This is an optimization exercise on Yosys and OpenROAD, whose aim is small area, not a production implementation.
The RTL was checked by simulation tests, not by an equivalence proof against the original design.
Power figures rest on the tool's default switching activity, not on a simulated workload.

== job 3453 ==
## router_top_module
module router_top_module (
    input clock,
    input resetn,
    input packet_valid,
    input [7:0] data_in,
    input [2:0] read_en,
    output [7:0] data_out_0,
    output [7:0] data_out_1,
    output [7:0] data_out_2,
    output [2:0] valid_out,
    output error,
    output busy
);
clock: 5.0 ns
lec_check: 0
cap_margin: 20
core_margin: 2
core_utilization: 40
slew_margin: 20
synth_hierarchical: 1
standard.sh (not shown) runs the stock make flow with config.mk's settings and CLKGATE_MAP_FILE= SYNTH_SCRIPT=/design/flow/synth_recipe.tcl, a recipe that flattens the netlist after the stock synthesis.
==> flow/flow/run.sh <==
#!/bin/bash
# Layout: the standard flow, with clock tree synthesis told not to add
# dummy loads and to build the tree from clkbuf_8 cells.
set -euo pipefail
export CTS_ARGS="-sink_clustering_enable -repair_clock_nets -dont_use_dummy_load -buf_list sky130_fd_sc_hd__clkbuf_8 -sink_clustering_size 18 -sink_clustering_max_diameter 50"
bash standard.sh finish > flow_standard.log 2>&1
Job 3453 finished every step from synthesis to the final layout, and the layout passed the timing, DRC and antenna checks.
Modified inputs, job 3732 compared to job 3453
Settings: SYNTH_HIERARCHICAL removed (was 1).
==> flow/flow/run.sh <==
#!/bin/bash
# Layout: the standard flow, with clock tree synthesis told not to add
# dummy loads and to build the tree from clkbuf_8 cells; synthesis buffers
# removed at floorplan, ports buffered with buf_1, and gates off the critical
# paths downsized after global routing.
set -euo pipefail
export CTS_ARGS="-sink_clustering_enable -repair_clock_nets -dont_use_dummy_load -buf_list sky130_fd_sc_hd__clkbuf_8 -sink_clustering_size 18 -sink_clustering_max_diameter 50"
export REMOVE_ABC_BUFFERS=1
export BUFFER_PORTS_ARGS="-buffer_cell sky130_fd_sc_hd__buf_1"
export RECOVER_POWER=100
bash standard.sh finish > flow_standard.log 2>&1
Results
- In job 3732, the count of TritonRoute iterations in the first routing pass came out 1 above the value in job 3453.
- [job 3732] area of the die fell 940 um2 relative to job 3453
- Job 3453 and job 3732 ended up with roughly the same share of the synthesized netlist area taken by xor and xnor gates.
- Summary — global-route usage, job 3732 relative to job 3453: higher, by 0.51 points.
- Delta (job 3732 minus job 3453): via count moved up; area after synthesis went down.
- Share of the clock period used by the worst path after layout in job 3732 is 5.7 points higher than in job 3453
- Going from job 3453 to job 3732, the final total power was found to have gone down by 4.4%.
- Job 3732 vs. job 3453: HPWL after detailed placement rose by 1.0%, number of diodes fell by 2.
- Ran to the end and failed final checks on capacitance limit, slew limit: job 3732.
For job 2157, these inputs were changed with respect to job 3732:
Settings: CTS_CLUSTER_DIAMETER newly set to 50; CTS_CLUSTER_SIZE newly set to 18; CTS_BUF_LIST newly set to sky130_fd_sc_hd__clkbuf_8; SYNTH_HIERARCHICAL newly set to 1.
==> flow/run.sh (new file) <==
#!/bin/bash
# synth_recipe.tcl (not shown) runs the flow's synth.tcl, then flattens the netlist and writes it again
# the make line also repeats each setting of config.mk as NAME=value (left out here)
make -C /OpenROAD-flow-scripts/flow DESIGN_CONFIG=/design/flow/config.mk WORK_HOME=/design/flow/orfs CLKGATE_MAP_FILE= SYNTH_SCRIPT=/design/flow/synth_recipe.tcl finish
removed: flow/flow/run.sh
removed: flow/standard.sh
Findings:
- Job 2157: full flow OK, the timing, DRC and antenna checks passed
- | overall power of the completed layout | job 2157 vs job 3732 | 14% higher |
- Job 2157 has more setup slack than job 3732.
- From job 3732 to job 2157 the numbers moved as follows: sequential fraction of total cell area down 2.8 points; global-route usage now sits lower.
- Between job 2157 and job 3732, sum of routed wire length over all layers is lower for job 2157, job 3732 comes in above that.
- Looking at synthesized area, job 2157 sits 1.8% above job 3732.
- Job 3732 → job 2157: cell area increased by about 4.7% relative to the old numbers; via count of the first global-routing pass shrank by 64; hold slack now larger; layout overhead on the synthesized area moved up.
Modified inputs, job 700 compared to job 2157
Settings: a change of CTS_CLUSTER_SIZE from 18 to 22; a change of CTS_CLUSTER_DIAMETER from 50 to 40.
Notes after the runs:
Reported for job 2157 and job 700, instance count after placement with tap cells included turned out identical to the last digit. Between job 2157 and job 700, the difference in highest clock rate is negligible. The power after layout reported for job 700 is greater than that of job 2157 by 5.8%. Taking job 2157 as the reference, in job 700 post-layout minimum cycle time barely changed; routed wire length climbed 590 um; delay contributed by the slowest stage of the critical path barely changed; finished layout cell area climbed 400 um2.
Here is what was changed in the inputs of job 1392 compared with job 700.
Settings: CTS_CLUSTER_DIAMETER removed (was 40); SYNTH_HIERARCHICAL removed (was 1); CTS_BUF_LIST removed (was sky130_fd_sc_hd__clkbuf_8); CTS_CLUSTER_SIZE removed (was 22).
==> flow/flow/run.sh (new file) <==
#!/bin/bash
# Layout: the standard flow, with synthesis buffers removed at floorplan,
# ports buffered with buf_1, and clock tree synthesis told not to add dummy
# loads and to build the tree from clkbuf_16 cells.
set -euo pipefail
export CTS_ARGS="-sink_clustering_enable -repair_clock_nets -dont_use_dummy_load -buf_list sky130_fd_sc_hd__clkbuf_16 -sink_clustering_size 30 -sink_clustering_max_diameter 60"
export REMOVE_ABC_BUFFERS=1
export BUFFER_PORTS_ARGS="-buffer_cell sky130_fd_sc_hd__buf_1"
bash standard.sh finish > flow_standard.log 2>&1
==> flow/standard.sh (new file) <==
#!/bin/bash
# synth_recipe.tcl (not shown) runs the flow's synth.tcl, then flattens the netlist and writes it again
# the make line also repeats each setting of config.mk as NAME=value (left out here)
make -C /OpenROAD-flow-scripts/flow DESIGN_CONFIG=/design/flow/config.mk WORK_HOME=/design/flow/orfs CLKGATE_MAP_FILE= SYNTH_SCRIPT=/design/flow/synth_recipe.tcl "${@:-finish}"
removed: flow/run.sh
### Flow results
Job 1392 vs job 700 — final estimated routing congestion in global placement climbed by a few percent
Source of the critical timing path: FIFO_2.occ[1] -> job 1392, Synchroniser.soft_reset[1] -> job 700
For job 700, the slowest cell on the critical path was clkdlybuf4s50_1, unlike job 1392, where it was a21boi_0.
Diff job 700 -> job 1392: area growth from synthesis to layout -3.3 points; clock power -25%; non-clock buffer count +about 7%.

========
== main ==
Starting RTL as in the previous note.
clock: 5.0 ns
lec_check: 0
cap_margin: 20
core_margin: 2
core_utilization: 40
slew_margin: 20
==> flow/flow/run.sh <==
#!/bin/bash
# Layout: the standard flow, with clock tree synthesis told not to add
# dummy loads and to build the tree from clkbuf_8 cells.
set -euo pipefail
export CTS_ARGS="-sink_clustering_enable -repair_clock_nets -dont_use_dummy_load -buf_list sky130_fd_sc_hd__clkbuf_8 -sink_clustering_size 18 -sink_clustering_max_diameter 50"
bash standard.sh finish > flow_standard.log 2>&1
main: PASS, flow complete, no timing, DRC or antenna violations
--- input diff main..the feature branch ---
==> flow/flow/run.sh <==
#!/bin/bash
# Layout: the standard flow, with synthesis buffers removed at floorplan,
# ports buffered with buf_1, and clock tree synthesis told not to add dummy
# loads and to build the tree from clkbuf_8 cells.
set -euo pipefail
export CTS_ARGS="-sink_clustering_enable -repair_clock_nets -dont_use_dummy_load -buf_list sky130_fd_sc_hd__clkbuf_8 -sink_clustering_size 24 -sink_clustering_max_diameter 40"
export REMOVE_ABC_BUFFERS=1
export BUFFER_PORTS_ARGS="-buffer_cell sky130_fd_sc_hd__buf_1"
bash standard.sh finish > flow_standard.log 2>&1
Findings:
The feature branch vs. main: sequential share of cell area now sits higher; setup slack higher. Min worst path required time across main and the feature branch: main. Sort main and the feature branch by utilization asc -> top: the feature branch.

## port drivers added, routing unchanged
Ports are ideal in the flow. The routed layouts listed here were re-timed in OpenROAD. Step 1 (the two cells are an assumption about what drives the block):
set clk [get_ports {clock}]
set_driving_cell -lib_cell sky130_fd_sc_hd__clkbuf_16 $clk
set_driving_cell -lib_cell sky130_fd_sc_hd__buf_2 [delete_from_list [all_inputs] $clk]
Step 2 adds t to the input delays and takes it off the output delays; t is the mean of the earliest and latest rising clock arrival at the registers after step 1. Input paths then give back, and output paths get back, about the clock's delay inside the block. Slacks: ideal ports / drivers / drivers and shift; pairs: ideal ports / drivers.
| run | t (ns) | setup slack, ns | worst register clock-pin slew, ns |
|---|---|---|---|
| job 3453 | 0.667 | 1.526 / 1.473 / 1.079 | 0.11 / 0.11 |
| job 3732 | 0.661 | 1.239 / 1.239 / 0.849 | 0.11 / 0.11 |
| job 2157 | 0.688 | 1.528 / 1.476 / 1.076 | 0.11 / 0.11 |
| job 700 | 0.685 | 1.527 / 1.475 / 1.046 | 0.09 / 0.09 |
| job 1392 | 0.604 | 1.621 / 1.621 / 1.217 | 0.10 / 0.10 |
| main | 0.677 | 1.421 / 1.370 / 0.977 | 0.11 / 0.11 |
| the feature branch | 0.693 | 1.642 / 1.642 / 1.226 | 0.10 / 0.10 |
The setup slack of job 700, which loses most, moves by -0.052 ns with the drivers and by -0.481 ns with both steps.
